From an optimization exercise on the open Yosys and OpenROAD flow, aimed at small area; shortcuts taken in it are not production practice. Only simulation tests tie the RTL to the original design; equivalence was not proved. The clock input has no modelled driver; a real chip could not lean on it and would need a root buffer or a full tree. Power and IR drop assume default switching activity.

Setup of run A:
==> flow/design.v <==
module Decoder_7_segment(
    input [3:0] in,
    output [6:0] seg
    );
    wire d3 = in[3], d2 = in[2], d1 = in[1], d0 = in[0];
    assign seg[0] = (d2 & d1 & d0) | (~d3 & ~d2 & ~d1);
    assign seg[1] = (~d2 & d1) | (d1 & d0) | (~d3 & ~d2 & d0);
    assign seg[2] = d0 | (d2 & ~d1);
    assign seg[3] = (d2 & ~d1 & ~d0) | (d2 & d1 & d0) | (~d3 & ~d2 & ~d1 & d0);
    assign seg[4] = ~d2 & d1 & ~d0;
    assign seg[5] = (~d3 & d2 & d1 & ~d0) | (d2 & ~d1 & d0);
    assign seg[6] = (d2 & ~d1 & ~d0) | (~d3 & ~d2 & ~d1 & d0);
endmodule
module Top_Module(
    input clk,
    input rst,   
    input sw,    
    input btnC,  
    input btnU,  
    input btnR,  
    output [6:0] seg,
    output [3:0] an,
    output [7:0] led
    );
    localparam [5:0]  Z_INV = 6'b000010;
    localparam [9:0]  Y_INV = 10'b0000000000;
    localparam [5:0]  B_INV = 6'b000000;          
    localparam [13:0] C_INV = 14'b00000000000000;
    localparam [19:0] T_INV = 20'b00000000000000000000;  
    localparam [3:0]  D_INV = 4'b0001;
    localparam [1:0]  PARTIAL = 2'b11;             
    reg [5:0] z_r;
    reg [9:0] y_r;
    wire [5:0] z = z_r ^ Z_INV;
    wire [9:0] y = y_r ^ Y_INV;
    localparam [9:0] Y_RESET = 10'b0101100000;    
    wire y_last  = PARTIAL[0] ? ({y[8:6], y[4:0]} == 8'b01010000)   
                              : (y == 10'b0010110000);
    wire y_first = PARTIAL[0] ? (y[8:0] == 9'b011000000)            
                              : (y == 10'b1011000000);
    wire rise = y_last  & (z[1:0] == 2'b01);
    wire pulse = y_first & (z[1:0] == 2'b11);
    always @(posedge clk)
        if (rst) begin
            z_r <= 6'd56 ^ Z_INV;
            y_r <= Y_RESET ^ Y_INV;
        end else begin
            z_r <= (z + 1'b1) ^ Z_INV;
            y_r <= {y[8:0], ~(y[9] ^ y[6] ^ y_last)} ^ Y_INV;
        end
    reg [5:0] b_r;
    wire [5:0] b = b_r ^ B_INV;
    wire qc = b[5], dc = b[4], qu = b[3], du = b[2], qr = b[1], dr = b[0];
    always @(posedge clk)
        if (rst)
            b_r <= B_INV;
        else if (rise)
            b_r <= {btnC, btnC & ~qc, btnU, btnU & ~qu, btnR, btnR & ~qr} ^ B_INV;
    wire clr   = dc;
    wire minup = pulse & dr;
    wire hrup  = pulse & du;
    reg [13:0] c_r;
    wire [13:0] c = c_r ^ C_INV;
    localparam [13:0] C_RESET = 14'b00010101000000;   
    wire c_last = PARTIAL[1] ? ({c[12:11], c[9:0]} == 12'b001010100000)
                             : (c == 14'b00001010100000);
    wire run  = sw & ~clr & ~minup & ~hrup;
    wire tick = run & c_last;
    always @(posedge clk)
        if (rst)
            c_r <= C_RESET ^ C_INV;
        else if (run)
            c_r <= {c[12:0], ~(c[13] ^ c[12] ^ c_last)} ^ C_INV;
    reg [19:0] t_r;
    wire [19:0] t = t_r ^ T_INV;
    wire [1:0] h2 = t[19:18];
    wire [3:0] h1 = t[17:14];
    wire [2:0] m2 = t[13:11];
    wire [3:0] m1 = t[10:7];
    wire [2:0] s2 = t[6:4];
    wire [3:0] s1 = t[3:0];
    wire s1_9 = s1[3] & s1[0];
    wire s59  = s1_9 & s2[2] & s2[0];
    wire m1_9 = m1[3] & m1[0];
    wire m59  = m1_9 & m2[2] & m2[0];
    wire h1_9 = h1[3] & h1[0];
    wire h23  = h2[1] & h1[1] & h1[0];
    wire minc = minup | (tick & s59);
    wire hinc = (hrup & ~minup) | (tick & s59 & m59);
    function [3:0] bcd10_t(input [3:0] q);
        bcd10_t = {q[0] & (q[3] | (q[2] & q[1])), q[0] & q[1], q[0] & ~q[3], 1'b1};
    endfunction
    function [2:0] bcd6_t(input [2:0] q);
        bcd6_t = {q[0] & (q[1] | q[2]), q[0] & ~q[2], 1'b1};
    endfunction
    wire e_s2 = tick & s1_9;
    wire e_m2 = minc & m1_9;
    wire [3:0] s1_n = s1 ^ ({4{tick}} & bcd10_t(s1));
    wire [2:0] s2_n = s2 ^ ({3{e_s2}} & bcd6_t(s2));
    wire [3:0] m1_n = m1 ^ ({4{minc}} & bcd10_t(m1));
    wire [2:0] m2_n = m2 ^ ({3{e_m2}} & bcd6_t(m2));
    wire [3:0] h1_t = bcd10_t(h1) & {1'b1, ~h2[1], 2'b11};
    wire [3:0] h1_n = h1 ^ ({4{hinc}} & h1_t);
    wire [1:0] h2_n = {(h2[1] & ~(hinc & h23)) | (hinc & h1_9 & h2[0]),
                       h2[0] ^ (hinc & h1_9)};
    always @(posedge clk)
        if (rst | clr)
            t_r <= T_INV;
        else
            t_r <= {h2_n, h1_n, m2_n, m1_n, s2_n, s1_n} ^ T_INV;
    assign led = {1'b0, s2, s1};
    reg [3:0] d_r;
    wire [3:0] d = d_r ^ D_INV;
    reg [3:0] d_n;
    always @(*)
        case (z[5:4])
        2'd3: d_n = {2'b00, h2};
        2'd0: d_n = h1;
        2'd1: d_n = {1'b0, m2};
        default: d_n = m1;
        endcase
    always @(posedge clk)
        if (rst)
            d_r <= 4'd14 ^ D_INV;
        else if (z[3:0] == 4'hf)
            d_r <= d_n ^ D_INV;
    wire blank = d[3] & d[2];
    assign an = blank ? 4'b0000 : ~(4'b1000 >> z[5:4]);
    Decoder_7_segment dec (.in(d), .seg(seg));
endmodule
export LEC_CHECK = 0
export ABC_AREA = 1
export CAP_MARGIN = 20
export CORE_MARGIN = 2
export CORE_UTILIZATION = 40
export PLACE_DENSITY = 0.6
export SLEW_MARGIN = 20
create_clock -name core_clock -period 10.0 [get_ports {clk}]
standard.sh (not shown) runs the stock make flow with config.mk's settings and CLKGATE_MAP_FILE= SYNTH_SCRIPT=/design/flow/synth_recipe.tcl, a recipe that flattens the netlist after the stock synthesis.
==> flow/flow/run.sh <==
#!/bin/bash
# Own layout flow: ORFS's standard flow (standard.sh), with
#  - synthesis keeping the smallest of several ABC area mappings (flow/synth.tcl),
#  - port buffers of the smallest buffer cell,
#  - a two-stage inverter clock tree, the second stage driving clusters of registers, in place of
#    ORFS's CTS (flow/cts.tcl).
set -euo pipefail
W=$(pwd)
export MY_ABC_LIST=$W/flow/abc_scripts.txt MY_ABC_TMP=$W/abc_tmp
mkdir -p "$MY_ABC_TMP"
SYN="SYNTH_SCRIPT=$W/flow/synth.tcl"
PORTS="BUFFER_PORTS_ARGS=-buffer_cell sky130_fd_sc_hd__buf_1"
bash standard.sh "$SYN" synth > "$W/run_synth.log" 2>&1
bash standard.sh "$SYN" "$PORTS" place > "$W/run_place.log" 2>&1
export RES=$W/orfs/results/$FLOW_PLATFORM/Top_Module/base
export CLK_NET=clk CLK_ROOT=${CLK_ROOT:-sky130_fd_sc_hd__inv_2} CLK_BUF=${CLK_BUF:-sky130_fd_sc_hd__inv_12} CLK_K=${CLK_K:-2}
openroad -no_init -exit "$W/flow/cts.tcl" > "$W/run_cts.log" 2>&1
bash standard.sh "$SYN" "$PORTS" finish > "$W/run_finish.log" 2>&1
Other scripts of this flow, unchanged in this note and not shown: flow/flow/abc_scripts.txt, flow/flow/cts.tcl, flow/flow/synth.tcl
In summary, run A completed successfully, with a layout that passed the timing, design-rule and antenna checks.
Relative to run A, the following input files were edited for run B:
- GPL_TIMING_DRIVEN: unset -> 0
- CAP_MARGIN: 20 -> 0
- SLEW_MARGIN: 20 -> 0
--- outcome ---
Looking at routed wire length across run A and run B, the one that comes out lower is run B. Run B against run A: met2 track utilization from global routing fell 1.8 points; minimum setup slack in the final design fell 0.51 ns; first-pass detailed-route iteration total rose 1; hold violation total from the final report about even. Reported for run A and run B, number of buffer and inverter stages on the critical path turned out identical to the last digit. Reported for run A and run B, final area turned out identical to the last digit. Summary — power share of the clock group, run B relative to run A: lower, by 0.3 points.
No run of this note takes its clock network from TritonCTS; it comes from the design's own scripts or RTL.

==> static timing again, ports no longer ideal <==
In the flow no input, the clock included, has a driving cell. The finished layouts below were timed again as built, in two steps.
Step 1 sets driving cells, clkbuf_16 on the clock port and buf_2 on the other inputs (assumed; they add their load-dependent delay and slew).
Step 2 times the ports against the registers' clock, not the clock port: input delays grow and output delays shrink by t, the midpoint of the rising clock arrivals with the driver on.
Three values: no drivers, after step 1, after step 2; two values: the first two.
| run | shift t [ns] | setup slack, ns | hold slack, ns | worst register clock-pin slew, ns | worst data-port slew with drivers (ns) |
|---|---|---|---|---|---|
| run A | 0.269 | 6.092 / 6.098 / 5.829 | 0.424 / 0.424 / 0.424 | 0.11 / 0.11 | 0.03 |
| run B | 0.269 | 5.584 / 5.583 / 5.314 | 0.426 / 0.426 / 0.426 | 0.11 / 0.11 | 0.03 |
After both steps setup and hold are still met in every run listed. The setup slack of run B, which loses most, moves by -0.001 ns with the drivers and by -0.270 ns with both steps.
